From an optimization exercise on the open Yosys and OpenROAD flow, aimed at small area; shortcuts taken in it are not production practice.
Only simulation tests tie the RTL to the original design; equivalence was not proved.
Power figures rest on the tool's default switching activity, not on a simulated workload.

===== design/flow/design.v =====
module TopLevel (
    input  logic        clk, rst, interrupt,
    output logic [31:0] imem_addr,
    input  logic [31:0] imem_rdata,
    output logic [31:0] dmem_addr,
    output logic [31:0] dmem_wdata,
    output logic [3:0]  dmem_wmask,
    output logic        dmem_we,
    input  logic [31:0] dmem_rdata);
  localparam logic [2:0] INIT = 3'd0, EX0 = 3'd1, EX1 = 3'd2,
                         TR0 = 3'd3, TR1 = 3'd4, TR2 = 3'd5;
  localparam int E_MTVEC = 32, E_MEPC = 33, E_MCAUSE = 34;
  logic [2:0]  ph;         
  logic [2:0]  st;
  logic [29:0] pc;
  logic [31:0] a;          
  logic [31:0] t;          
  logic        mie_q, mpie_q, mtie_q;
  logic        carry_q, z_q, aux_q;
  logic [3:0]  prev_q;
  wire ex0  = st == EX0;
  wire ex1  = st == EX1;
  wire tr0  = st == TR0;
  wire tr1  = st == TR1;
  wire tr2  = st == TR2;
  wire init = st == INIT;
  wire ph0  = ph == 3'd0;
  wire ph7  = ph == 3'd7;
  wire [31:0] ir  = imem_rdata;
  wire [4:0]  opc = ir[6:2];
  wire [2:0]  f3  = ir[14:12];
  wire [4:0]  rd  = ir[11:7];
  wire [4:0]  rs1 = ir[19:15];
  wire [4:0]  rs2 = ir[24:20];
  wire is_load  = opc == 5'b00000;
  wire is_opimm = opc == 5'b00100;
  wire is_auipc = opc == 5'b00101;
  wire is_store = opc == 5'b01000;
  wire is_op    = opc == 5'b01100;
  wire is_lui   = opc == 5'b01101;
  wire is_br    = opc == 5'b11000;
  wire is_jalr  = opc == 5'b11001;
  wire is_jal   = opc == 5'b11011;
  wire is_sys   = opc == 5'b11100;
  wire is_csr   = is_sys & (f3 != 3'b000);
  wire is_mret  = is_sys & (f3 == 3'b000) & ir[29];
  wire is_alu   = is_op | is_opimm;
  wire is_shift = is_alu & (f3[1:0] == 2'b01);
  wire is_slt   = is_alu & (f3[2:1] == 2'b01);
  wire is_logic = is_alu & f3[2] & (f3[1:0] != 2'b01);
  wire is_sub   = is_op & ir[30] & (f3 == 3'b000);
  wire [11:0] csra = ir[31:20];
  wire c_mstatus = csra == 12'h300;
  wire c_mie     = csra == 12'h304;
  wire c_mip     = csra == 12'h344;
  wire c_mtvec   = csra == 12'h305;
  wire c_mepc    = csra == 12'h341;
  wire c_mcause  = csra == 12'h342;
  wire csr_wr    = is_csr & ((f3[1:0] == 2'b01) | (rs1 != 5'd0));
  logic [31:0] imm;
  always_comb begin
    if (is_store)                imm = {{20{ir[31]}}, ir[31:25], ir[11:7]};
    else if (is_br)              imm = {{19{ir[31]}}, ir[31], ir[7], ir[30:25], ir[11:8], 1'b0};
    else if (is_lui | is_auipc)  imm = {ir[31:12], 12'b0};
    else if (is_jal)             imm = {{11{ir[31]}}, ir[31], ir[19:12], ir[20], ir[30:21], 1'b0};
    else                         imm = {{20{ir[31]}}, ir[31:20]};
  end
  wire [3:0] immnib = imm[{ph, 2'b00} +: 4];
  wire [31:0] pcw = {pc, 2'b00};
  wire [3:0] pcnib = pcw[{ph, 2'b00} +: 4];
  logic [5:0]  ra2;
  logic [34:0] wen;
  logic [3:0]  wdat;
  logic [139:0] onib;       
  assign onib[3:0] = 4'd0;
  genvar e;
  for (e = 1; e <= 34; e++) begin : g_rf
    logic [31:0] r;
    always_ff @(posedge clk) r <= {wen[e] ? wdat : r[3:0], r[31:4]};
    assign onib[4*e +: 4] = r[3:0];
  end
  always_comb begin
    ra2 = {1'b0, rs2};
    if (tr2) ra2 = 6'd32;
    else if (is_mret) ra2 = 6'd33;
    else if (is_csr) begin
      ra2 = 6'd0;
      if (c_mtvec)  ra2 = 6'd32;
      if (c_mepc)   ra2 = 6'd33;
      if (c_mcause) ra2 = 6'd34;
    end
  end
  wire [3:0] p1 = onib[{rs1, 2'b00} +: 4];
  wire [3:0] p2 = onib[{ra2, 2'b00} +: 4];
  logic [3:0] csyn;
  always_comb begin
    csyn = 4'd0;
    if (is_csr) begin
      if (c_mstatus & ph == 3'd0) csyn = {mie_q, 3'b0};
      if (c_mstatus & ph == 3'd1) csyn = {mpie_q, 3'b0};
      if (c_mie     & ph == 3'd1) csyn = {mtie_q, 3'b0};
      if (c_mip     & ph == 3'd1) csyn = {interrupt, 3'b0};
    end
  end
  wire [3:0] p2x = p2 | csyn;
  logic [3:0] xo, yo;
  logic       sub;
  always_comb begin
    xo = 4'd0;
    yo = immnib;
    sub = 1'b0;
    case (st)
      EX0: begin
        if (is_alu | is_load | is_store | is_jalr | is_br) xo = p1;
        if (is_auipc | is_jal) xo = pcw[{ph, 2'b00} +: 4];
        if (is_shift) xo = 4'd0;
        if (is_csr) xo = f3[2] ? ((ph == 3'd0) ? rs1[3:0] : (ph == 3'd1) ? {3'b0, rs1[4]} : 4'd0) : p1;
        if (is_op | is_br | is_csr | is_mret) yo = p2x;
        sub = is_sub | is_slt | is_br;
      end
      EX1: begin
        if (is_jal | is_jalr | is_br) xo = pcnib;
        if (is_jal | is_jalr) yo = (ph == 3'd0) ? 4'd4 : 4'd0;
        if (is_slt) yo = (ph == 3'd0) ? {3'b0, aux_q} : 4'd0;
      end
      TR0: begin xo = pcnib; yo = 4'd0; end
      TR1: begin yo = (ph == 3'd0) ? 4'h7 : (ph == 3'd7) ? 4'h8 : 4'h0; end
      TR2: begin
        yo = p2;
        xo = (ph == 3'd0) ? {p2[0], p2[0], 2'b00} : (ph == 3'd1) ? {3'b0, aux_q} : 4'd0;
      end
      default: ;
    endcase
  end
  wire [3:0] yv  = yo ^ {4{sub}};
  wire       cin = ph0 ? sub : carry_q;
  wire [4:0] sum5 = {1'b0, xo} + {1'b0, yv} + {4'd0, cin};
  wire [3:0] sum = sum5[3:0];
  wire       cout = sum5[4];
  logic [3:0] lut;
  always_comb begin
    if (is_csr) lut = (f3[1:0] == 2'b01) ? 4'b1100 : (f3[1:0] == 2'b10) ? 4'b1110 : 4'b0010;
    else        lut = (f3[1:0] == 2'b00) ? 4'b0110 : (f3[1:0] == 2'b10) ? 4'b1110 : 4'b1000;
  end
  logic [3:0] lres;
  always_comb for (int i = 0; i < 4; i++) lres[i] = lut[{xo[i], yo[i]}];
  wire use_logic = ex0 & (is_logic | is_csr);
  wire [3:0] res = use_logic ? lres : sum;
  wire uns   = is_br ? f3[1] : f3[0];
  wire lt    = uns ? ~cout : ((xo[3] ^ yo[3]) ? xo[3] : sum[3]);
  wire eq    = z_q & (sum == 4'd0);
  wire taken = f3[2] ? (lt ^ f3[0]) : (eq ^ f3[0]);
  wire [4:0] shamt = is_csr ? 5'd0 : a[4:0];
  wire [2:0] q = shamt[4:2];
  wire [1:0] r = shamt[1:0];
  wire left = is_csr | ~f3[2];
  logic [3:0] depth;
  always_comb begin
    if (left) depth = (q == 3'd0) ? 4'd8 : {1'b0, q};
    else      depth = {1'b0, 3'd7 - q};
  end
  logic [3:0] tap;
  always_comb begin
    case (depth)
      4'd0: tap = p1;
      4'd1: tap = t[31:28];
      4'd2: tap = t[27:24];
      4'd3: tap = t[23:20];
      4'd4: tap = t[19:16];
      4'd5: tap = t[15:12];
      4'd6: tap = t[11:8];
      4'd7: tap = t[7:4];
      default: tap = t[3:0];
    endcase
  end
  wire [3:0] phq = {1'b0, ph} + {1'b0, q};
  logic [3:0] tapv;
  always_comb begin
    if (left) tapv = (ex1 & (ph >= q)) ? tap : 4'd0;
    else      tapv = (ex0 | (phq <= 4'd6)) ? tap : {4{aux_q}};
  end
  wire [2:0] shr = left ? (3'd4 - {1'b0, r}) : {1'b0, r};
  wire [7:0] win = {tapv, prev_q} >> shr;
  wire [3:0] shout = win[3:0];
  wire [1:0] off = a[1:0];
  wire [2:0] lidx = ph + {off, 1'b0};
  wire [3:0] lraw = dmem_rdata[{lidx, 2'b00} +: 4];
  wire lsgn = ~f3[2] & ((f3[1:0] == 2'b00) ? dmem_rdata[{off, 3'b111}] : dmem_rdata[{off[1], 4'b1111}]);
  wire lfill = ((f3[1:0] == 2'b00) & (ph >= 3'd2)) | ((f3[1:0] == 2'b01) & (ph >= 3'd4));
  wire [3:0] ldnib = lfill ? {4{lsgn}} : lraw;
  wire single = ~(is_load | is_jal | is_jalr | is_shift | is_slt | is_csr |
                  (is_store & (off != 2'd0)) | (is_br & taken));
  wire done = ph7 & ((ex0 & single) | ex1 | tr2);
  wire jump = (ex1 & (is_jal | is_jalr | is_br)) | (ex0 & is_mret) | tr2;
  wire irq  = interrupt & mie_q & mtie_q;
  wire a_we = (ex0 & (is_load | is_store | is_jal | is_jalr | is_shift | is_mret)) |
              (ex1 & is_br) | tr2;
  wire [31:0] a_eff = {(a_we & ph7) ? res : a[31:28], a[27:0]};
  wire gwe = (ex0 & ((is_alu & ~is_shift & ~is_slt) | is_lui | is_auipc)) |
             (ex1 & (is_jal | is_jalr | is_slt | is_shift | is_load | is_csr));
  wire cwe = ex0 & csr_wr;
  always_comb begin
    wdat = res;
    if (ex1 & is_load) wdat = ldnib;
    if (ex1 & (is_shift | is_csr)) wdat = shout;
    if (ph0 & cwe & c_mtvec) wdat[1] = 1'b0;
    if (ph0 & cwe & c_mepc)  wdat[1:0] = 2'b00;
    if (init) wdat = 4'd0;
  end
  always_comb begin
    wen = '0;
    for (int i = 1; i < 32; i++) wen[i] = gwe & (rd == i);
    wen[E_MTVEC]  = init | (cwe & c_mtvec);
    wen[E_MEPC]   = init | (cwe & c_mepc) | tr0;
    wen[E_MCAUSE] = init | (cwe & c_mcause) | tr1;
  end
  assign imem_addr = pcw;
  assign dmem_addr = a_eff;
  assign dmem_wdata = {(is_store | is_csr) ? p2x : p1, t[31:4]};
  assign dmem_we = is_store & (ph == {~off, 1'b1}) & ((ex0 & (off == 2'd0)) | (ex1 & (off != 2'd0)));
  always_comb begin
    case (f3[1:0])
      2'b00:   dmem_wmask = 4'b0001 << off;
      2'b01:   dmem_wmask = off[1] ? 4'b1100 : 4'b0011;
      default: dmem_wmask = 4'b1111;
    endcase
  end
  always_ff @(posedge clk) begin
    t <= {(is_store | is_csr) ? p2x : p1, t[31:4]};
    carry_q <= cout;
    z_q <= (ph0 | z_q) & (sum == 4'd0);
    prev_q <= tapv;
    if (a_we) a[{ph, 2'b00} +: 4] <= res;
    if (tr2 & ph0) aux_q <= p2[0];
    else if (ex0 & ph7) aux_q <= is_slt ? lt : (p1[3] & ir[30]);
  end
  always_ff @(posedge clk) begin
    if (rst) begin
      ph <= 3'd0;
      st <= INIT;
      pc <= 30'd0;
      mie_q <= 1'b0;
      mpie_q <= 1'b0;
      mtie_q <= 1'b0;
    end else begin
      ph <= ph + 3'd1;
      if (done) pc <= jump ? a_eff[31:2] : pc + 30'd1;
      if (ph7) begin
        case (st)
          INIT: st <= irq ? TR0 : EX0;
          EX0:  st <= single ? (irq ? TR0 : EX0) : EX1;
          EX1:  st <= irq ? TR0 : EX0;
          TR0:  st <= TR1;
          TR1:  st <= TR2;
          default: st <= EX0;
        endcase
      end
      if (cwe & c_mstatus & (ph == 3'd0)) mie_q <= res[3];
      if (cwe & c_mstatus & (ph == 3'd1)) mpie_q <= res[3];
      if (cwe & c_mie & (ph == 3'd1)) mtie_q <= res[3];
      if (ex0 & is_mret & ph7) begin
        mie_q <= mpie_q;
        mpie_q <= 1'b1;
      end
      if (tr0 & ph0) begin
        mpie_q <= mie_q;
        mie_q <= 1'b0;
      end
    end
  end
endmodule

===== design/flow/run.sh =====
#!/bin/bash
# synth_recipe.tcl (not shown) runs the flow's synth.tcl, then flattens the netlist and writes it again
# the make line also repeats each setting of config.mk as NAME=value (left out here)
make -C /OpenROAD-flow-scripts/flow DESIGN_CONFIG=/design/flow/config.mk WORK_HOME=/design/flow/orfs CLKGATE_MAP_FILE= SYNTH_SCRIPT=/design/flow/synth_recipe.tcl finish

===== design/flow/config.mk =====
export PLATFORM = sky130hd
export DESIGN_NAME = TopLevel
export DESIGN_NICKNAME = TopLevel
export VERILOG_FILES = /design/flow/design.v
export SDC_FILE = /design/flow/constraint.sdc
export NUM_CORES = 8
export LEC_CHECK = 0
export CAP_MARGIN = 20
export CORE_MARGIN = 2
export CORE_UTILIZATION = 40
export CTS_BUF_LIST = sky130_fd_sc_hd__clkbuf_2 sky130_fd_sc_hd__clkbuf_4 sky130_fd_sc_hd__clkbuf_8
export SLEW_MARGIN = 20

===== design/flow/constraint.sdc =====
create_clock -name core_clock -period 20.0 [get_ports {clk}]
set_input_delay 4.0000 -clock core_clock [delete_from_list [all_inputs] [get_ports {clk}]]
set_output_delay 4.0000 -clock core_clock [all_outputs]
set_load 0.01 [all_outputs]

==> results.toml, run 1 <==
[critical_path]
reg2reg_depth = 23
crit_slowest_cell = "clkdlybuf4s50_1"
r2r-start = "ph[0]"
path_delay_family = "simple AND/OR/NAND/NOR gates"
critPathCaptureType = "primary output"
max_stage_delay_ps = 780
path_max_fanout = 22
start_kind = "input pin"
ff2ff_setup_slack_ps = 10980
arrival_ps = 11440
cp_cell_sequence = "clkdlybuf4s50_1, nand4bb_1, or3_1, or4_1, nand2_2, mux2i_1, a211oi_1, or4_1, a41oi_1, nor2_1, xor2_1, fa_1, fa_1, xor2_1, nor2_1, o21ai_0, clkdlybuf4s50_1"
cp.buffers_inverters = 2
critPathKind = "in -> out"
r2r_end = "pc[29]"
cp_data_required_time_ps = 16000

[die]
initial_core_util_pct = 40.2
rows = 109
io_pins = 168
die_x_um = 302
dieArea_um2 = 91000
dieHeight_um = 302
core_um2 = 88100

[yosys]
synth_cell_types = 94
ys_seq_area_share_pct = 68.6
synth_area_per_cell_um2 = 12.1
synth_area_leaders = "dfxtp_1 66%, nand2_1 3.7%, mux4_2 3.0%"
synth_cells = 2926
synthArstFlopShare_pct = 0
syn_area_um2 = 35500
yosys.area.top_type = "dfxtp_1"
synth_commonest_cells = "1165 x dfxtp_1, 345 x nand2_1, 179 x o21ai_0"
ys_ff_latch = 1198
synth_ff_type = "dfxtp_1"
yosysWarnings = 1
yosysMostFrequentCell = "dfxtp_1"
synth_edf_count = 33
synth_top_cell_area_share_pct = 65.8

[cts]
clkTransAtPathRegs_ps = 70
cts_made_buffers = 177
ctsHoldBuffers = 0
clk_latency_ps = 850
clock_sinks = 1198
cts_tree = "built"
cts_resized = 0
post_cts_buffers = 0
htree_levels = 4
ctsRootBufferMaster = "clkbuf_8"
clock_path_buffers = 3

[hold_path]
hold_start = "g_rf[10].r[30]"
holdCritPathClass = "reg -> reg"
worstHoldEndpoint = "g_rf[10].r[26]"
holdPathStages = 0

[placement]
dp_hpwl_um = 66000
io_buffers = 163
dpl_worst_slack_ps = 4620
gp_congestion = 0.926

[grt]
grt_pass1_wl_um = 143000
antenna_found_initial = 6
overflow = 0
grt_pass1_vias = 22700
grt_max_degree = 71
grt_usage_pct = 21.0

[final_layout]
layout-drive-gt1-share_pct = 14.2
fillers = 7920
syn_to_final_growth_pct = 18.1
nNetsFinal = 3204

[power]
seqPwrFrac_pct = 50.6
power.net_switching_mw = 1.07
swShare_pct = 22.4
p_per_area_nw_per_um2 = 114
clkPwrFrac_pct = 45.3
p_int_mw = 3.70
vdd_drop_max_uv = 85.0
power_frac_comb_pct = 4.1
leakage_nw = 16.0

[detailed_routing]
vias = 23000
wl_um = 96400
viasPerCell = 5.20
drt_iter0_markers = 1891
route.detailed.drc = 0
wire_per_inst_um = 21.8
firstDrtPassIters = 7
ant_nets = 0

[sta]
setup_violations = 0
slew_violations = 0
final.min_clock_period_ps = 15440
final.setup.tns_ps = 0
max_slew_margin_pct = 24.5
whs_ps = 298
skew_ps = 42.8
max_freq_ghz = 0.0648
worstMarginPinSlew_ps = 1120
fin_ws_ps = 4560
hold_violations = 0
rsz0062_at_grt = "false"
timing.final.crit_share_pct = 77.2

[run_status]
status = "timing/DRC/antenna clean"

[job]
maxCapViolations = 0
==> layout make-up <==
type	instances	area, um^2	share of cell area, %
sequential	1198	24300	58.1
timing repair buffer	194	1850	4.43
multi-input combinational	1504	10100	24.0
clock buffer	276	3410	8.15
tap	1165	1460	3.48
antenna	3	7.51	0.0179
inverter	34	128	0.305
clock inverter	46	642	1.53
==> worst register-to-register path: stages (launching register included) <==
cell and delay (ps):
dfxtp_2 310, buf_4 510, clkinv_1 800, ha_1 460, ha_1 440, inv_1 420, a21oi_1 120, o21ai_0 790
o41ai_1 320, o21bai_1 330, a41oi_1 380, nor2_1 130, xor2_1 180, fa_1 470, fa_1 420, xor2_1 230
nor4_1 100, a22oi_1 270, nor3_1 90, nor2_1 140, o21ai_0 140, a21boi_4 860, nand3_4 560, o32ai_1 470
==> metrics by stage <==
step | power [mW] | cell area, um^2 | cells | utilization, %
2_1_floorplan | 2.58 | 35500 | 2927 | -
6_report | 4.76 | 41900 | 4420 | 47.5
5_1_grt | 4.93 | 41900 | 4418 | 47.5
3_5_place_dp | 2.65 | 37800 | 4095 | 42.9
3_3_place_gp | 2.65 | 37800 | 4095 | 42.9
4_1_cts | 4.81 | 41900 | 4417 | 47.5
==> registers in the layout, indices dropped and copies added (netlist names) <==
name,flops
st,3
a,32
mtie_q,1
aux_q,1
t,32
ph,3
g_rf.r,1088
mie_q,1
mpie_q,1
prev_q,4
carry_q,1
pc,30
z_q,1
==> layout by cell type (no fill, tap or decap), drive strengths merged, types with 24 or more instances in the layout <==
cell           synthesis  final
dfxtp               1165   1165
nand2                347    347
clkbuf               100    276
o21ai                182    182
clkdlybuf4s50          0    161
nor2                 100    100
a21oi                 89     89
mux2i                 72     72
nand3                 72     72
o31ai                 71     71
mux4                  48     48
nor3                  46     46
inv                   31     41
edfxtp                33     33
buf                   91     33
o311ai                32     32
clkinv                 3     29
a22o                  26     26
ha                    25     25
mux2                  24     24
a31oi                 24     24
==> layer usage <==
metal | vias up | GRT usage (%) | part of all wire, %
li1 | 10700 | - | -
met5 | - | 0 | 0.036
met2 | 948 | 31.8 | 43
met3 | 178 | 4.40 | 7.2
met4 | 6 | 8.13 | 2.8
met1 | 11200 | 29.5 | 47
==> kinds of logic after synthesis <==
group                      count (synthesis)  synth area share [%]
other                                      1                0.0106
adders and majority gates                 29                  1.08
buffers and inverters                    225                  3.27
and+or+nand+nor                          730                  9.74
DFF                                     1198                  68.6
AOI/OAI and AO/OA                        588                  11.2
xor gates and xnor gates                  11                 0.272
muxes                                    144                  5.85
==> power groups by stage <==
stage	registers [mW]	logic (mW)	clock network (mW)
2_1_floorplan	2.46	0.117	0
4_1_cts	2.41	0.192	2.21
3_5_place_dp	2.46	0.191	0
3_3_place_gp	2.46	0.190	0
5_1_grt	2.41	0.206	2.31
6_report	2.41	0.194	2.16
==> worst max-delay path by stage <==
stage               slack [ps]  cells after the start           start            end
floorplan                 7250                     20  imem_rdata[12]  dmem_addr[29]
global placement          4690                     17   imem_rdata[2]  dmem_addr[30]
detailed placement        4620                     17   imem_rdata[2]  dmem_addr[30]
CTS                       4620                     17   imem_rdata[2]  dmem_addr[30]
global route              4270                     17   imem_rdata[2]  dmem_addr[30]
finish                    4560                     17   imem_rdata[2]  dmem_addr[30]
==> run 2: changes to the inputs <==
--- a/design/flow/config.mk
+++ b/design/flow/config.mk
@@ -9,4 +9,4 @@
 export CORE_MARGIN = 2
 export CORE_UTILIZATION = 40
-export CTS_BUF_LIST = sky130_fd_sc_hd__clkbuf_2 sky130_fd_sc_hd__clkbuf_4 sky130_fd_sc_hd__clkbuf_8
+export CTS_BUF_LIST = sky130_fd_sc_hd__clkbuf_4
 export SLEW_MARGIN = 20
==> run 2 against run 1 <==
Against the previous run: combinational power hardly changed; critical endpoint unchanged; count of clock-buffer cells in the layout is 140 higher; still clean; register-to-register slack better by 290 ps; power is 5.4% lower; sequential share of layout area is 0.70 points higher; sequential power hardly changed; routed wire length is 0.82% higher; setup slack worse by 60 ps; largest power group unchanged; via count is 3.2% higher; clock skew is 56 ps higher; critical path depth stayed put.
==> results.toml, run 2 <==
[run_status]
status = "timing/DRC/antenna clean"

[sta]
final.min_clock_period_ps = 15500
worstMarginPinSlew_ps = 1110
hold_violations = 0
rsz0062_at_grt = "false"
setup_violations = 0
timing.final.crit_share_pct = 77.5
max_freq_ghz = 0.0645
max_slew_margin_pct = 25.3
skew_ps = 98.5
final.setup.tns_ps = 0
slew_violations = 0
whs_ps = 241

[yosys]
synth_ff_type = "dfxtp_1"
yosysWarnings = 1
yosys.area.top_type = "dfxtp_1"
yosysMostFrequentCell = "dfxtp_1"
synth_top_cell_area_share_pct = 65.8
synth_area_per_cell_um2 = 12.1
synthArstFlopShare_pct = 0
ys_seq_area_share_pct = 68.6
synth_edf_count = 33
ys_ff_latch = 1198
syn_area_um2 = 35500
synth_cells = 2926
synth_commonest_cells = "1165 x dfxtp_1, 345 x nand2_1, 179 x o21ai_0"
synth_area_leaders = "dfxtp_1 66%, nand2_1 3.7%, mux4_2 3.0%"
synth_cell_types = 94

[final_layout]
nNetsFinal = 3333
final_common_cell = "dfxtp_1"
fillers = 8109
syn_to_final_growth_pct = 16.7
regArea_um2 = 24300
largest_register_ffs = 1088
final_cell_area_um2 = 41400
mostFrequentLayoutCells = "1164 x dfxtp_1, 416 x clkbuf_4, 345 x nand2_1, 177 x o21ai_0, 161 x clkdlybuf4s50_1"
largest-register = "g_rf.r"
layout-drive-gt1-share_pct = 16.9
fin_util_pct = 47.0
reg_top3 = "g_rf.r (1088), a (32), t (32)"
multi_input_area_um2 = 10100

[hold_path]
holdPathStages = 0
holdCritPathClass = "reg -> reg"
hold_start = "g_rf[22].r[17]"

[detailed_routing]
wl_met3_um = 7780
firstDrtPassIters = 6
drt_iter0_markers = 2017
wl_met2_um = 42300
vias = 23700
met1_length_um = 44400
wl_um = 97200
route.detailed.drc = 0
viasPerCell = 5.17
ant_nets = 0
top_layer_used = "met5"
wire_per_inst_um = 21.2

[grt]
grt_pass1_wl_um = 145000
grt_usage_pct = 21.2
antenna_found_initial = 8
grt_pass1_vias = 23700
overflow = 0
grt_max_degree = 71

[critical_path]
reg2reg_depth = 24
crit_slowest_cell = "clkdlybuf4s50_1"
arrival_ps = 11500
cp_cell_sequence = "clkdlybuf4s50_1, nand4bb_1, or3_1, or4_1, nand2_2, mux2i_1, a211oi_1, or4_1, a41oi_1, nor2_1, xor2_1, fa_1, fa_1, xor2_1, nor2_1, o21ai_0, clkdlybuf4s50_1"
r2r-start = "ph[0]"
cp_data_required_time_ps = 16000
start_kind = "input pin"
critPathCaptureType = "primary output"
max_stage_delay_ps = 800
critPathKind = "in -> out"
crit_start = "imem_rdata[2]"
path_max_fanout = 22

[die]
dieHeight_um = 302
die_x_um = 302
io_pins = 168
core_um2 = 88100
initial_core_util_pct = 40.2
dieArea_um2 = 91000
rows = 109

[cts]
clkTransAtPathRegs_ps = 60
clock_path_buffers = 4
clk_latency_ps = 1120
htree_levels = 5
post_cts_buffers = 0
clock_sinks = 1198
cts_tree = "built"
cts_resized = 0
ctsHoldBuffers = 0
cts_made_buffers = 305
ctsRootBufferMaster = "clkbuf_4"

[placement]
dp_hpwl_um = 66000
io_buffers = 163
placed_area_um2 = 37800
gp_congestion = 0.926

[job]
maxCapViolations = 0

[power]
p_per_area_nw_per_um2 = 109
vdd_drop_max_uv = 80.9
total_power_mw = 4.51
leakage_nw = 15.9
## run 2: worst paths after layout
check | end | slack [ps]
setup / recovery | dmem_addr[30] | 4500
hold / removal | g_rf[22].r[13] | 240
setup reg to reg | pc[24] | 11270
hold reg to reg | g_rf[22].r[13] | 240
## run 2: final cells by class
| cell class | count | area share [%] |
|---|---|---|
| sequential | 1198 | 58.8 |
| clock inverter | 74 | 0.980 |
| inverter | 34 | 0.308 |
| timing repair buffer | 195 | 4.55 |
| multi-input combinational | 1504 | 24.3 |
| antenna | 3 | 0.0181 |
| tap | 1165 | 3.52 |
| clock buffer | 416 | 7.55 |
## run 2: logic make-up (layout without fill, tap and decap cells)
| logic type | Yosys count | in the layout | synth area share (%) |
|---|---|---|---|
| xor gates and xnor gates | 11 | 11 | 0.272 |
| muxes | 144 | 144 | 5.85 |
| other | 1 | 5 | 0.0106 |
| DFF | 1198 | 1198 | 68.6 |
| and+or+nand+nor | 730 | 730 | 9.74 |
| AOI/OAI and AO/OA | 588 | 588 | 11.2 |
| adders and majority gates | 29 | 29 | 1.08 |
| buffers and inverters | 225 | 719 | 3.27 |
## run 2: power breakdown
group	total [mW]	switching, mW	internal (mW)
Combinational	0.194	0.125	0.0687
Sequential	2.41	0.00543	2.40
Clock	1.90	0.896	1.01
Total	4.51	1.03	3.48
## run 2: metrics by stage
| stage | cells | setup WS [ps] |
|---|---|---|
| 6_report | 4589 | 4500 |
| 3_3_place_gp | 4095 | 4690 |
| 2_1_floorplan | 2927 | 7250 |
| 3_5_place_dp | 4095 | 4620 |
| 4_1_cts | 4585 | 4620 |
| 5_1_grt | 4589 | 4260 |
## run 2: worst max-delay path, delay by kind of cell
family	cells	cell delay, ps
and+or+nand+nor	7	3470
adders and majority gates	2	890
AOI/OAI and AO/OA	3	960
xor gates and xnor gates	2	410
buffers and inverters	2	1460
muxes	1	290
## run 2: per-layer routing
metal,GRT usage (%),vias to the layer above
met5,0,-
met4,8.25,8
met3,5.97,186
met2,31.7,978
met1,29.2,11500
li1,-,11100
==> run 3: changes to the inputs <==
--- a/design/flow/config.mk
+++ b/design/flow/config.mk
@@ -8,5 +8,7 @@
 export CAP_MARGIN = 20
 export CORE_MARGIN = 2
-export CORE_UTILIZATION = 40
+export CORE_UTILIZATION = 60
 export CTS_BUF_LIST = sky130_fd_sc_hd__clkbuf_4
+export CTS_CLUSTER_DIAMETER = 40
+export CTS_CLUSTER_SIZE = 10
 export SLEW_MARGIN = 20
==> run 3 against run 2 <==
Against the previous run: die area fell by 33%; clock power fell by about 40%; largest power group unchanged; maximum frequency fell by 0.60%; critical path type unchanged.
==> results.toml, run 3 <==
[run_status]
status = "timing/DRC/antenna clean"

[critical_path]
cp_data_required_time_ps = 16000
reg2reg_depth = 21
crit_start = "imem_rdata[6]"
max_stage_delay_ps = 960
arrival_ps = 11600
critPathCaptureType = "primary output"
crit_slowest_cell = "clkdlybuf4s50_1"
path_delay_family = "simple AND/OR/NAND/NOR gates"
path_max_fanout = 21
cp.buffers_inverters = 3
start_kind = "input pin"
critPathKind = "in -> out"
path_depth = 18
cp_cell_sequence = "clkdlybuf4s50_1, nand4bb_1, or3_1, or4_1, nand2_2, mux2_2, a221oi_1, o2111ai_1, a41oi_1, nor2_1, xor2_1, fa_1, fa_1, xor2_1, nor2_1, buf_4, o21ai_0, clkdlybuf4s50_1"
r2r-start = "st[2]"

[detailed_routing]
route.detailed.drc = 0
vias = 22700
wl_um = 90800
firstDrtPassIters = 8
wire_per_inst_um = 23.3
ant_nets = 0
drt_iter0_markers = 2437
viasPerCell = 5.82

[final_layout]
final_cell_area_um2 = 38800
fin_util_pct = 66.2
final_common_cell = "dfxtp_1"
nNetsFinal = 3178
largest_register_ffs = 1088
syn_to_final_growth_pct = 9.52
largest-register = "g_rf.r"
reg_top3 = "g_rf.r (1088), a (32), t (32)"
layout-drive-gt1-share_pct = 10.5
mostFrequentLayoutCells = "1164 x dfxtp_1, 345 x nand2_1, 177 x o21ai_0, 161 x clkdlybuf4s50_1, 152 x clkbuf_4"

[yosys]
synth_edf_count = 33
synth_top_cell_area_share_pct = 65.8
yosysWarnings = 1
yosys.area.top_type = "dfxtp_1"
synth_commonest_cells = "1165 x dfxtp_1, 345 x nand2_1, 179 x o21ai_0"
synth_ff_type = "dfxtp_1"
synth_cells = 2926
ys_seq_area_share_pct = 68.6
synthArstFlopShare_pct = 0
yosysMostFrequentCell = "dfxtp_1"
synth_cell_types = 94
synth_area_per_cell_um2 = 12.1
syn_area_um2 = 35500
ys_ff_latch = 1198
synth_area_leaders = "dfxtp_1 66%, nand2_1 3.7%, mux4_2 3.0%"

[hold_path]
holdCritPathClass = "reg -> reg"
holdPathStages = 0
hold_start = "g_rf[22].r[19]"

[power]
leakage_nw = 14.6
vdd_drop_max_uv = 85.2
p_per_area_nw_per_um2 = 96.4
total_power_mw = 3.75

[sta]
max_freq_ghz = 0.0641
setup_violations = 0
final.min_clock_period_ps = 15600
worstMarginPinSlew_ps = 1150
rsz0062_at_grt = "false"
slew_violations = 0
max_slew_margin_pct = 23.3
final.setup.tns_ps = 0
skew_ps = 68.8
hold_violations = 0
timing.final.crit_share_pct = 78.0

[grt]
grt_pass1_wl_um = 135000
grt_usage_pct = 29.9
antenna_found_initial = 11
grt_pass1_vias = 22100
overflow = 0
grt_max_degree = 71

[cts]
cts_tree = "built"
post_cts_buffers = 0
cts_resized = 0
ctsRootBufferMaster = "clkbuf_4"
clock_sinks = 1198
clock_path_buffers = 3
cts_made_buffers = 147
ctsHoldBuffers = 0
clk_latency_ps = 1030
clkTransAtPathRegs_ps = 100
htree_levels = 4

[die]
die_x_um = 247
initial_core_util_pct = 60.4
rows = 89
core_um2 = 58700
io_pins = 168
dieArea_um2 = 61100
dieHeight_um = 247

[placement]
dp_hpwl_um = 64100
io_buffers = 163
placed_area_um2 = 37300
gp_congestion = 0.959

[job]
maxCapViolations = 0
## run 3: changes by cell type in the layout (fill, tap and decap cells not counted), moves of 2 or more
cell        previous run  this run
diode_2                3         5
clkinv_1              57         8
clkinv_2              10         0
buf_4                 31        34
clkbuf_4             416       152
inv_6                  0         7
clkinvlp_4             0         8
clkinv_4               2         5
## run 3: area by class of cell
class                      instances  area [um^2]
clock inverter                    32          297
antenna                            5         12.5
clock buffer                     152         1140
timing repair buffer             198         1900
multi-input combinational       1504        10100
inverter                          34          128
tap                              773          967
sequential                      1198        24300
fill                            4350        19800
## run 3: report_power, final
| group | leakage, nW | total, mW | internal, mW | switching, mW |
|---|---|---|---|---|
| Sequential | 9.68 | 2.41 | 2.40 | 0.00504 |
| Clock | 0.822 | 1.14 | 0.409 | 0.735 |
| Combinational | 4.14 | 0.194 | 0.0699 | 0.124 |
| Total | 14.6 | 3.75 | 2.88 | 0.865 |
## run 3: per-stage QoR
step                      setup WS (ps)  instances  hold slack, ps
after global routing               4150       3896             300
final                              4400       3896             299
after CTS                          4600       3890             284
after floorplan                    7250       2927             310
after detailed placement           4620       3706             312
after global placement             4660       3706             310
## run 3: final timing paths
path                          to  slack [ps]
setup / recovery   dmem_addr[30]        4400
hold / removal    g_rf[22].r[15]         300
setup reg to reg          pc[29]       11700
hold reg to reg   g_rf[22].r[15]         300
## run 3: cells by family (layout without fill, tap and decap cells)
group                      after synthesis  after routing  synth area share, %
xor gates and xnor gates                11             11                0.272
AOI/OAI and AO/OA                      588            588                 11.2
and+or+nand+nor                        730            730                 9.74
buffers and inverters                  225            416                 3.27
other                                    1              7               0.0106
adders and majority gates               29             29                 1.08
DFF                                   1198           1198                 68.6
muxes                                  144            144                 5.85
## run 3: layer usage
| metal | vias up | track usage [%] | part of all wire (%) | wire (um) |
|---|---|---|---|---|
| li1 | 10600 | - | - | - |
| met1 | 10800 | 41.2 | 44 | 39800 |
| met2 | 1032 | 45.5 | 45 | 40400 |
| met3 | 208 | 7.31 | 8.0 | 7220 |
| met4 | 14 | 12.0 | 3.5 | 3220 |
| met5 | - | 0 | 0.10 | 92 |
==> run 4: changes to the inputs <==
--- a/design/flow/config.mk
+++ b/design/flow/config.mk
@@ -8,7 +8,4 @@
 export CAP_MARGIN = 20
 export CORE_MARGIN = 2
-export CORE_UTILIZATION = 60
-export CTS_BUF_LIST = sky130_fd_sc_hd__clkbuf_4
-export CTS_CLUSTER_DIAMETER = 40
-export CTS_CLUSTER_SIZE = 10
+export CORE_UTILIZATION = 40
 export SLEW_MARGIN = 20
==> run 4 against run 3 <==
Against the previous run: still clean on timing, DRC and antenna; sequential power about the same; critical path depth down 1; cell area is 7.5% higher; combinational power about the same; clock power increased by 94%; power is 28% higher; first-iteration DRC count decreased by 15%; critical endpoint unchanged.
==> results.toml, run 4 <==
[critical_path]
crit_start = "imem_rdata[2]"
cp-endpoint = "dmem_addr[30]"
r2r_end = "pc[29]"
ff2ff_setup_slack_ps = 10950
path_max_fanout = 22
start_kind = "input pin"
reg2reg_depth = 23
r2r-start = "ph[0]"
critPathCaptureType = "primary output"
cp_data_required_time_ps = 16000
critPathKind = "in -> out"
arrival_ps = 11480

[placement]
gp_congestion = 0.926
io_buffers = 163
placed_cells = 4095
dp_hpwl_um = 66000
dpl_worst_slack_ps = 4620

[yosys]
synth_xor_xnor_area_share_pct = 0.272
synth_top_family_by_area = "compound AO/OA/AOI/OAI gates"
synth_edf_count = 33
synth_compound_area_share_pct = 11.2
yosysMostFrequentCell = "dfxtp_1"
syn_area_um2 = 35500
yosys.area_share.simple_pct = 9.74
synth_top_cell_area_share_pct = 65.8
ys_ff_latch = 1198
yosysWarnings = 1
synthMuxAreaShare_pct = 5.85
synthArstFlopShare_pct = 0
ys_seq_area_share_pct = 68.6
synth_cells = 2926
synth_area_per_cell_um2 = 12.1
synth_cell_types = 94
synthAdderAreaFrac_pct = 1.08
synth_commonest_cells = "1165 x dfxtp_1, 345 x nand2_1, 179 x o21ai_0"
yosys.area.top_type = "dfxtp_1"
synth_area_leaders = "dfxtp_1 66%, nand2_1 3.7%, mux4_2 3.0%"
synth_ff_type = "dfxtp_1"

[sta]
whs_ps = 296
rsz0062_at_grt = "false"
hold_violations = 0
max_freq_ghz = 0.0646
final.min_clock_period_ps = 15480
max_slew_margin_pct = 24.3
setup_violations = 0
skew_ps = 48.5
worstMarginPinSlew_ps = 1120
slew_violations = 0
fin_ws_ps = 4520
final.setup.tns_ps = 0
timing.final.crit_share_pct = 77.4

[cts]
post_cts_buffers = 0
cts_resized = 0
htree_levels = 3
clkTransAtPathRegs_ps = 60
clock_path_buffers = 3
cts_made_buffers = 111
ctsHoldBuffers = 0
ctsRootBufferMaster = "clkbuf_16"
cts_tree = "built"
clock_sinks = 1198
clk_latency_ps = 700

[grt]
grt_usage_pct = 20.7
antenna_found_initial = 4
grt_pass1_wl_um = 141000
grt_pass1_vias = 22000
overflow = 0
grt_max_degree = 71

[detailed_routing]
route.detailed.drc = 0
vias = 22700
drt_iter0_markers = 2060
wire_per_inst_um = 22.3
wl_um = 95900
viasPerCell = 5.27
firstDrtPassIters = 5
ant_nets = 0

[power]
p_per_area_nw_per_um2 = 115
vdd_drop_max_uv = 101
leakage_nw = 15.7

[hold_path]
holdCritPathClass = "reg -> reg"

[die]
initial_core_util_pct = 40.2
dieArea_um2 = 91000
core_um2 = 88100
rows = 109
die_x_um = 302
dieHeight_um = 302
io_pins = 168

[final_layout]
multi_input_area_um2 = 10100
final_common_cell = "dfxtp_1"
largest-register = "g_rf.r"
reg_top3 = "g_rf.r (1088), a (32), t (32)"
largest_register_ffs = 1088
regArea_um2 = 24300
fillers = 7881
layout-drive-gt1-share_pct = 10.5
mostFrequentLayoutCells = "1164 x dfxtp_1, 345 x nand2_1, 177 x o21ai_0, 161 x clkdlybuf4s50_1, 112 x clkbuf_16"
fin_cells = 4301
syn_to_final_growth_pct = 17.8
nNetsFinal = 3138

[run_status]
status = "timing/DRC/antenna clean"

[job]
maxCapViolations = 0
==> run 4: cell counts after synthesis <==
Identical to the previous run, type by type.
==> run 4: routing by layer <==
| metal | track usage, % | part of all wire, % | vias up |
|---|---|---|---|
| met2 | 31.8 | 43 | 903 |
| li1 | - | - | 10500 |
| met1 | 29.6 | 47 | 11100 |
| met3 | 3.81 | 6.9 | 176 |
| met5 | 0 | 0.031 | - |
| met4 | 6.67 | 2.8 | 6 |
==> run 4: metrics by stage <==
stage / utilization [%] / total power, mW / area [um^2]
after floorplan: - / 2.58 / 35500
after global placement: 42.9 / 2.65 / 37800
after detailed placement: 42.9 / 2.65 / 37800
after CTS: 47.4 / 4.86 / 41800
after global routing: 47.4 / 4.96 / 41800
final: 47.4 / 4.81 / 41800
==> run 4: how the worst min path moves through the flow <==
stage	start	end	depth (start not counted)
finish	g_rf[33].r[9]	g_rf[33].r[5]	0
global route	g_rf[33].r[9]	g_rf[33].r[5]	0
CTS	g_rf[33].r[9]	g_rf[33].r[5]	0
detailed placement	g_rf[18].r[31]	g_rf[18].r[27]	0
global placement	g_rf[25].r[19]	g_rf[25].r[15]	0
floorplan	g_rf[10].r[4]	g_rf[10].r[0]	0
==> run 4: final cells by class <==
type / count / area share [%]
multi-input cells: 1504 / 24.1
diodes: 1 / 0.00599
repair buffers: 194 / 4.44
well taps: 1165 / 3.49
clock buffers: 149 / 7.52
flip-flops and latches: 1198 / 58.2
inverters: 34 / 0.306
clock inverters: 56 / 1.92
==> run 4: critical path, cell delays in order <==
cell,delay (ps)
clkdlybuf4s50_1,790
nand4bb_1,720
or3_1,680
or4_1,730
nand2_2,570
mux2i_1,290
a211oi_1,100
or4_1,570
a41oi_1,410
nor2_1,130
xor2_1,180
fa_1,470
fa_1,420
xor2_1,230
nor2_1,90
o21ai_0,430
clkdlybuf4s50_1,660
==> run 4: cells by family (layout without fill, tap and decap cells) <==
logic type,count (synthesis),count (layout)
flops,1198,1198
simple gates,730,730
compound gates,588,588
buf+inv,225,433
mux,144,144
fa+ha+maj,29,29
xor+xnor,11,11
other cells,1,3
==> run 4: power breakdown <==
part           internal [mW]  leakage [nW]  switching [mW]
clock                   1.30          1.93           0.903
sequential              2.40          9.68         0.00547
combinational         0.0687          4.12           0.126
total                   3.78          15.7            1.03
==> run 5: changes to the inputs <==
--- a/design/flow/config.mk
+++ b/design/flow/config.mk
@@ -9,3 +9,6 @@
 export CORE_MARGIN = 2
 export CORE_UTILIZATION = 40
+export CTS_BUF_LIST = sky130_fd_sc_hd__clkbuf_8
+export CTS_CLUSTER_DIAMETER = 50
+export CTS_CLUSTER_SIZE = 16
 export SLEW_MARGIN = 20
==> run 5 against run 4 <==
Against the previous run: still clean; area after synthesis did not move; global-route usage fell by 0.29 points; clock skew rose by 4.8 ps.
==> results.toml, run 5 <==
[final_layout]
mostFrequentLayoutCells = "1164 x dfxtp_1, 345 x nand2_1, 177 x o21ai_0, 161 x clkdlybuf4s50_1, 103 x clkbuf_8"
reg_top3 = "g_rf.r (1088), a (32), t (32)"
fillers = 8119
fin_cells = 4243
nNetsFinal = 3128
layout-drive-gt1-share_pct = 9.23
syn_to_final_growth_pct = 12.0
largest-register = "g_rf.r"
final_common_cell = "dfxtp_1"
largest_register_ffs = 1088

[die]
core_um2 = 88100
dieHeight_um = 302
dieArea_um2 = 91000
initial_core_util_pct = 40.2
io_pins = 168
rows = 109
die_x_um = 302

[yosys]
synth_cell_types = 94
ys_seq_area_share_pct = 68.6
yosysMostFrequentCell = "dfxtp_1"
yosys.area.top_type = "dfxtp_1"
synth_ff_type = "dfxtp_1"
synth_area_per_cell_um2 = 12.1
synthArstFlopShare_pct = 0
syn_area_um2 = 35500
synth_top_cell_area_share_pct = 65.8
synth_edf_count = 33
ys_ff_latch = 1198
synth_area_leaders = "dfxtp_1 66%, nand2_1 3.7%, mux4_2 3.0%"
synth_cells = 2926
synth_commonest_cells = "1165 x dfxtp_1, 345 x nand2_1, 179 x o21ai_0"
yosysWarnings = 1

[critical_path]
crit_start = "imem_rdata[2]"
start_kind = "input pin"
path_depth = 17
r2r-start = "ph[0]"
reg2reg_depth = 23
path_delay_family = "simple AND/OR/NAND/NOR gates"
arrival_ps = 11490
max_stage_delay_ps = 790
path_max_fanout = 22
cp_cell_sequence = "clkdlybuf4s50_1, nand4bb_1, or3_1, or4_1, nand2_2, mux2i_1, a211oi_1, or4_1, a41oi_1, nor2_1, xor2_1, fa_1, fa_1, xor2_1, nor2_1, o21ai_0, clkdlybuf4s50_1"
critPathKind = "in -> out"
crit_slowest_cell = "clkdlybuf4s50_1"
cp_data_required_time_ps = 16000
critPathCaptureType = "primary output"
cp.buffers_inverters = 2

[grt]
grt_pass1_vias = 21800
grt_pass1_wl_um = 140000
overflow = 0
grt_max_degree = 71
antenna_found_initial = 6
grt_usage_pct = 20.4

[cts]
clock_path_buffers = 3
clk_latency_ps = 750
ctsRootBufferMaster = "clkbuf_8"
clkTransAtPathRegs_ps = 90
post_cts_buffers = 0
htree_levels = 3
cts_resized = 0
cts_tree = "built"
cts_made_buffers = 101
clock_sinks = 1198
ctsHoldBuffers = 0

[power]
vdd_drop_max_uv = 66.2
leakage_nw = 14.8
total_power_mw = 3.95
p_per_area_nw_per_um2 = 99.4

[sta]
final.min_clock_period_ps = 15490
slew_violations = 0
fin_ws_ps = 4510
skew_ps = 53.3
setup_violations = 0
timing.final.crit_share_pct = 77.5
max_slew_margin_pct = 25.8
max_freq_ghz = 0.0646
rsz0062_at_grt = "false"
worstMarginPinSlew_ps = 1100
final.setup.tns_ps = 0
hold_violations = 0
whs_ps = 297

[detailed_routing]
route.detailed.drc = 0
wire_per_inst_um = 22.3
ant_nets = 0
wl_um = 94600
drt_iter0_markers = 2058
firstDrtPassIters = 6
vias = 22500
viasPerCell = 5.29

[placement]
dp_hpwl_um = 66000
placed_cells = 4095
io_buffers = 163
dpl_worst_slack_ps = 4620
gp_congestion = 0.926

[hold_path]
hold_start = "g_rf[3].r[25]"
holdPathStages = 0
holdCritPathClass = "reg -> reg"

[run_status]
status = "timing/DRC/antenna clean"

[job]
maxCapViolations = 0
run 5: changes by cell type in the layout (fill, tap and decap cells not counted), sizes merged:
cell and delta:
bufinv -9, clkbuf -46, clkinv -15, clkinvlp -1, inv +13
run 5: routing by layer:
metal  GRT usage (%)  part of all wire (%)  vias to the layer above
met3            3.57                   6.7                      175
met2            31.3                    43                      881
li1                -                     -                    10400
met5               0                 0.044                        -
met4            6.40                   3.0                        8
met1            29.5                    47                    11000
run 5: final cells by class:
cell class	count	area [um^2]	area share, %
Clock inverter	44	489	1.23
Timing Repair Buffer	194	1850	4.67
Tap cell	1165	1460	3.67
Multi-Input combinational cell	1504	10100	25.3
Inverter	34	128	0.321
Sequential cell	1198	24300	61.2
Antenna cell	1	2.50	0.00630
Clock buffer	103	1420	3.57
run 5: power breakdown:
part           internal (mW)  total (mW)  switching (mW)
clock                  0.571        1.35           0.777
sequential              2.40        2.41         0.00549
combinational         0.0686       0.194           0.126
total                   3.04        3.95           0.908
run 5: metrics by stage:
stage / util [%] / area (um^2)
3_5_place_dp: 42.9 / 37800
6_report: 45.1 / 39700
4_1_cts: 45.1 / 39700
3_3_place_gp: 42.9 / 37800
5_1_grt: 45.1 / 39700
2_1_floorplan: - / 35500
run 5: final timing paths:
kind | slack, ps | end
worst max-delay path | 4510 | dmem_addr[30]
worst min-delay path | 300 | g_rf[3].r[21]
worst max register to register | 10930 | pc[24]
worst min register to register | 300 | g_rf[3].r[21]
run 5: cells by family after synthesis:
kind of cell / after synthesis / synth area share (%)
multiplexers: 144 / 5.85
AO/OA/AOI/OAI: 588 / 11.2
AND/OR/NAND/NOR: 730 / 9.74
adder cells (fa/ha/maj): 29 / 1.08
buffers and inverters: 225 / 3.27
flip-flops: 1198 / 68.6
XOR/XNOR: 11 / 0.272
other: 1 / 0.0106

-- what the ideal ports hide --
No port has a modelled driver above. Below, the same layouts with a new extraction and two added sets of constraints. Step 1 (the two cells are an assumption about what drives the block):
set clk [get_ports {clk}]
set_driving_cell -lib_cell sky130_fd_sc_hd__clkbuf_16 $clk
set_driving_cell -lib_cell sky130_fd_sc_hd__buf_2 [delete_from_list [all_inputs] $clk]
Step 2 also shifts input and output timing later by t, the mid clock arrival at the registers, as if the neighbouring blocks saw the same clock. a / b / c = ideal / step 1 / step 2; a / b = the first two.
run	shift t [ns]	setup WS [ns]	latest minus earliest clock arrival (ns)
run 1	0.891	4.557 / 4.519 / 4.519	0.043 / 0.043
run 2	1.128	4.497 / 4.464 / 4.464	0.102 / 0.102
run 3	1.055	4.404 / 4.309 / 4.309	0.072 / 0.071
run 4	0.733	4.520 / 4.488 / 4.488	0.049 / 0.048
run 5	0.776	4.509 / 4.475 / 4.475	0.053 / 0.053
After both steps setup and hold are still met in every run listed. The setup slack of run 3, which loses most, moves by -0.095 ns with the drivers and by -0.095 ns with both steps.
